Context: an optimization exercise on an open-source flow, tuned for small area and a short achievable clock period. The choices shown serve that exercise and are no tape-out recipe.
The RTL was checked by simulation tests, not by an equivalence proof against the original design.
No activity file was given, so power comes from the tool's default toggle rates.

## v12
==> flow/design.v <==
module MedianFilter#
  (parameter row = 430, col = 554)
  (input            clk,
  input signed[31:0]pixel,
  input       [7:0] data_in_0, data_in_1, data_in_2,
  input       [7:0] data_in_3, data_in_4, data_in_5,
  input       [7:0] data_in_6, data_in_7, data_in_8,
  output            done,
  output reg  [7:0]data_filtered);
  function [1:0] fa;
    input a, b, c;
    fa = {~((~a & ~b) | (~a & ~c) | (~b & ~c)), ~(~a ^ b ^ c)};
  endfunction
  function gek;
    input [17:0] x;
    input [17:0] k;
    integer i;
    reg g;
    begin
      g = 1'b1;
      for (i = 0; i < 18; i = i + 1)
        g = k[i] ? (x[i] & g) : (x[i] | g);
      gek = g;
    end
  endfunction
  function ge8;
    input [7:0] a, b;
    integer i;
    reg g;
    begin
      g = 1'b1;
      for (i = 0; i < 8; i = i + 1)
        g = (a[i] & ~b[i]) | (a[i] & g) | (~b[i] & g);
      ge8 = g;
    end
  endfunction
  function [7:0] med3;
    input [7:0] a, b, c;
    input       mid;
    reg gab, gbc, gac, sa, sb, sc;
    begin
      gab = ge8(a, b);
      gbc = ge8(b, c);
      gac = ge8(a, c);
      sa  = ~mid & (gab ^ gac);
      sb  = mid | ~(gab ^ gbc);
      sc  = ~mid & (gac ^ gbc);
      med3 = ({8{sa}} & a) | ({8{sb}} & b) | ({8{sc}} & c);
    end
  endfunction
  wire [17:0] s = pixel[17:0];
  wire lo18 = ~pixel[31] & ~|pixel[30:18];      
  wire inimg = lo18 & ~gek(s, 18'd238220);      
  wire fl = ~pixel[31] & ~|pixel[30:9] & ~gek({9'd0, pixel[8:0]}, 18'd430);
  wire fr = inimg & gek(s, 18'd237790);
  wire lr = fl | fr;
  wire [1:0] l0 = fa(s[1], s[5], s[9]);        
  wire [1:0] l1 = fa(s[13], s[17], s[0]);      
  wire [1:0] l2 = fa(s[2], s[6], s[10]);       
  wire [1:0] l3 = fa(s[3], s[7], s[11]);       
  wire [1:0] l4 = fa(s[4], s[8], s[12]);       
  wire [1:0] m0 = fa(l0[0], l1[0], l4[1]);     
  wire [1:0] m1 = fa(l2[0], s[14], l0[1]);     
  wire [1:0] m2 = fa(l3[0], s[15], l2[1]);     
  wire [1:0] m3 = fa(l4[0], s[16], l3[1]);     
  wire [1:0] n1 = fa(m1[0], l1[1], m0[1]);     
  wire [1:0] n2 = fa(m2[0], m1[1], n1[1]);     
  wire [1:0] n3 = fa(m3[0], m2[1], n2[1]);     
  wire [1:0] n0 = fa(m0[0], m3[1], n3[1]);     
  wire z5 = (~n3[0] & ~n2[0] & ~n1[0] & ~n0[1] & ~n0[0]) |
             (~n3[0] & ~n2[0] & n1[0] & n0[1] & n0[0]) |
             (~n3[0] & n2[0] & ~n1[0] & ~n0[1] & n0[0]) |
             (n3[0] & ~n2[0] & ~n1[0] & n0[1] & ~n0[0]) |
             (n3[0] & ~n2[0] & n1[0] & ~n0[1] & ~n0[0]) |
             (n3[0] & n2[0] & ~n1[0] & n0[1] & n0[0]) |
             (n3[0] & n2[0] & n1[0] & ~n0[1] & n0[0]);
  wire [1:0] f0 = fa(s[1], ~s[8], s[15]);      
  wire [1:0] f1 = fa(s[2], ~s[9], s[16]);      
  wire [1:0] f2 = fa(s[3], ~s[10], s[17]);     
  wire [1:0] g3 = fa(s[4], ~s[11], f2[1]);     
  wire [1:0] g4 = fa(s[5], ~s[12], g3[1]);     
  wire [1:0] g5 = fa(s[6], ~s[13], g4[1]);     
  wire [1:0] g6 = fa(s[7], ~s[14], g5[1]);     
  wire [1:0] h0 = fa(f0[0], s[0], ~g6[1]);     
  wire [1:0] h1 = fa(f1[0], f0[1], h0[1]);     
  wire [1:0] h2 = fa(f2[0], f1[1], h1[1]);     
  wire z43 = (~g6[0] & g5[0] & ~g4[0] & ~g3[0] & h2[1] & ~h2[0] & h1[0] & ~h0[0]) |
              (~g6[0] & g5[0] & ~g4[0] & g3[0] & ~h2[1] & ~h2[0] & h1[0] & ~h0[0]) |
              (g6[0] & ~g5[0] & ~g4[0] & g3[0] & h2[1] & h2[0] & ~h1[0] & h0[0]) |
              (g6[0] & ~g5[0] & g4[0] & ~g3[0] & ~h2[1] & h2[0] & ~h1[0] & h0[0]) |
              (g6[0] & g5[0] & g4[0] & g3[0] & h2[1] & ~h2[0] & ~h1[0] & ~h0[0]);
  wire tb = inimg & z43 & z5;
  wire [7:0] m0r = med3(data_in_0, data_in_1, data_in_2, lr);
  wire [7:0] m1r = med3(data_in_3, data_in_4, data_in_5, lr);
  wire [7:0] m2r = med3(data_in_6, data_in_7, data_in_8, lr);
  always @(posedge clk)
    data_filtered <= med3(m0r, m1r, m2r, tb);
  MedianFilter_done u_done (.pixel(pixel), .done(done));
endmodule
module MedianFilter_done
  (input signed [31:0] pixel,
   output              done);
  wire ge = pixel[17] & pixel[16] & pixel[15] &
            (pixel[14] | pixel[13] & (pixel[12] | pixel[11] | pixel[10] |
             pixel[9] & (pixel[8] | pixel[7] & (pixel[6] | pixel[5] | pixel[4] |
             pixel[3] & (pixel[2] | pixel[1] & pixel[0])))));
  assign done = ~pixel[31] & (|pixel[30:18] | ge);
endmodule
clock: 33.0 ns
lec_check: 0
cap_margin: 20
core_margin: 2
core_utilization: 40
cts_buf_list: sky130_fd_sc_hd__clkbuf_2
slew_margin: 20
standard.sh (not shown) runs the stock make flow with config.mk's settings and CLKGATE_MAP_FILE= SYNTH_SCRIPT=/design/flow/synth_recipe.tcl, a recipe that flattens the netlist after the stock synthesis.
==> flow/flow/run.sh <==
#!/bin/bash
# Layout flow: the standard flow, except that
#  - synthesis maps the logic with an area-oriented ABC script (flow/area.abc);
#    everything else in synthesis, registers included, is as standard.sh synth does it;
#  - the helper module MedianFilter_done (the done output) is mapped for speed
#    with ORFS's own speed script, apart from the rest;
#  - after synthesis, full adders are flipped where that saves inverters
#    (flow/fa_polarity.py), kept only if Yosys proves the result equivalent;
#  - the port buffers are the smallest buffer, sky130_fd_sc_hd__buf_1.
# Each tool's output goes to a log file of its own in this folder.
set -euo pipefail
W=$PWD
R=$W/orfs/results/$FLOW_PLATFORM/MedianFilter/base

# 1. The standard synthesis, kept for reference.
bash standard.sh synth > 1_standard_synth.log 2>&1
cp $R/1_2_yosys.v $W/standard_1_2_yosys.v

# 2. The same synthesis with the area ABC script; it replaces 1_2_yosys.v.
MY_ABC_SCRIPT=$W/flow/area.abc MY_FAST_MODULE=MedianFilter_done SYNTH_KEEP_MODULES=MedianFilter_done make -C $FLOW_HOME DESIGN_CONFIG=$W/config.mk \
  WORK_HOME=$W/orfs CLKGATE_MAP_FILE= SYNTH_SCRIPT=$W/flow/my_synth.tcl \
  do-yosys > 2_area_synth.log 2>&1
cp $W/orfs/logs/$FLOW_PLATFORM/MedianFilter/base/1_2_yosys.log $W/2_area_synth_yosys.log

# The registers must be the standard synthesis's: same names, same cells.
regs() { grep -E '^\s*sky130_fd_sc_hd__(df|ed|sd)[a-z0-9_]*\s' "$1" | awk '{print $1, $2}' | sort; }
if ! diff <(regs $W/standard_1_2_yosys.v) <(regs $R/1_2_yosys.v) > 3_register_check.log 2>&1; then
  echo "register mismatch" >> 3_register_check.log
  exit 1
fi

# 2b. Full-adder polarity (a full adder is self-dual), checked by a SAT proof.
YOSYS=$FLOW_HOME/../tools/install/yosys/bin/yosys
[[ -x $YOSYS ]] || YOSYS=yosys
cp $R/1_2_yosys.v $W/area_1_2_yosys.v
if python3 $W/flow/fa_polarity.py $W/area_1_2_yosys.v $W/pol_1_2_yosys.v > 4_fa_polarity.log 2>&1; then
  sed -e "s#@LIB@#$FLOW_HOME/platforms/$FLOW_PLATFORM/lib/sky130_fd_sc_hd__tt_025C_1v80.lib#" \
      -e "s#@GOLD@#$W/area_1_2_yosys.v#" -e "s#@GATE@#$W/pol_1_2_yosys.v#" \
      $W/flow/equiv.ys.in > $W/equiv.ys
  if $YOSYS -s $W/equiv.ys > 5_fa_polarity_equiv.log 2>&1; then
    cp $W/pol_1_2_yosys.v $R/1_2_yosys.v
    echo "fa_polarity: netlist replaced" >> 4_fa_polarity.log
  else
    echo "fa_polarity: not proven, netlist kept" >> 4_fa_polarity.log
  fi
fi

# 3. The rest of the standard flow, from 1_synth.odb to the final DEF.
BUFFER_PORTS_ARGS="-buffer_cell sky130_fd_sc_hd__buf_1" bash standard.sh finish > 6_layout.log 2>&1
==> flow/flow/area.abc <==
strash
&get -n
&fraig -x
&put
scorr
dc2
dretime
strash
&get -n
&st
&syn3
&dch -f
&nf -a -R 1000 -E 100
&st
&syn3
&dch -f
&nf -a -R 1000 -E 100
&put
Other scripts of this flow, unchanged in this note and not shown: flow/flow/equiv.ys.in, flow/flow/fa_polarity.py, flow/flow/my_synth.tcl
v12: all stages complete, timing, DRC and antenna checks passed
### v12 -> v23
==> flow/flow/area.abc <==
strash
&get -n
&fraig -x
&put
scorr
dc2
dretime
strash
&get -n
&st
&syn3
&dch -f
&nf -a -R 1000 -E 100
&put
Results
Every stage of the flow completed for v23, and the final layout passed the timing, DRC and antenna checks.
Per the comparison of v23 with v12, starting density of the core up 0.20 points, clock power picked up an extra about 13%, power fell by 0.0011 mW.
Between v12 and v23, the cell count went up.
Final area: v23 vs v12 up 1.1%
Power of the combinational group across v12 and v23: no real change.
~same fraction of area in clock buffers and inverters in v12 and v23
Setup slack, v12 and v23, lower one = v12.
Summary of v23 over v12: sum of net half-perimeters after detailed placement went up about 0.5%; sum of met3 wire segment lengths after detailed routing now larger.
Modified inputs, v25 compared to v23
- an added GPL_TIMING_DRIVEN of 0
==> flow/flow/area.abc <==
strash
&get -n
&fraig -x
&put
scorr
dc2
dretime
strash
&get -n
&st
&syn3
&dch -f
&nf -a -R 1000 -E 100
&st
&syn3
&dch -f
&nf -a -R 1000 -E 100
&put
==> comparison <==
Global-route wire length before repair improves in v25 relative to v23. Pin count of the biggest net entering global routing for v25: 6 up relative to v23. Looking at post-route non-filler standard cell count, v25 sits 12 below v23. In the flow results for v23 and v25, the area used by multi-input combinational logic is larger on v23.
The following lists how v37 was set up differently from v25:
- removing GPL_TIMING_DRIVEN (formerly 0)
diff --git a/flow/flow/run.sh b/flow/flow/run.sh
--- a/flow/flow/run.sh
+++ b/flow/flow/run.sh
@@ -47,3 +47,3 @@
 
 # 3. The rest of the standard flow, from 1_synth.odb to the final DEF.
-BUFFER_PORTS_ARGS="-buffer_cell sky130_fd_sc_hd__buf_1" bash standard.sh finish > 6_layout.log 2>&1
+SETUP_SLACK_MARGIN=19.5 BUFFER_PORTS_ARGS="-buffer_cell sky130_fd_sc_hd__buf_1" bash standard.sh finish > 6_layout.log 2>&1
--- outcome ---
v25 ended up with sky130_fd_sc_hd__buf_1 as its worst-path cell with the longest stage delay; v37 ended up with sky130_fd_sc_hd__nor4_1.
Cmp v37 vs v25: overall routing resource usage lower in v37
Highest attainable clock frequency went up slightly going from v25 to v37.
Changes observed in v37 relative to v25: final wirelength shrank by 1.6%; count of antenna diodes in the layout did not really move.

## port drivers added, routing unchanged
The flow's constraints put no driver on any port. The routed layouts listed below were extracted and timed again, unchanged, in two steps.
Step 1, drivers: a clkbuf_16 drives clk and a buf_2 each remaining input, both assumed.
Step 2 also shifts input and output timing later by t, the mid clock arrival at the registers, as if the neighbouring blocks saw the same clock.
Three values: ideal ports, drivers, drivers and shift; two values: the first two.
| run | shift t [ns] | setup slack, ns | hold slack, ns | worst setup path after step 2 |
|---|---|---|---|---|
| v12 | 0.244 | 18.705 / 18.684 / 18.684 | 6.796 / 6.807 / 7.022 | input to output |
| v23 | 0.267 | 18.784 / 18.764 / 18.764 | 6.796 / 6.799 / 7.023 | input to output |
| v25 | 0.240 | 18.672 / 18.650 / 18.650 | 6.811 / 6.821 / 7.019 | input to output |
| v37 | 0.239 | 18.826 / 18.804 / 18.804 | 6.894 / 6.901 / 7.016 | input to output |
After both steps setup and hold are still met in every run listed.
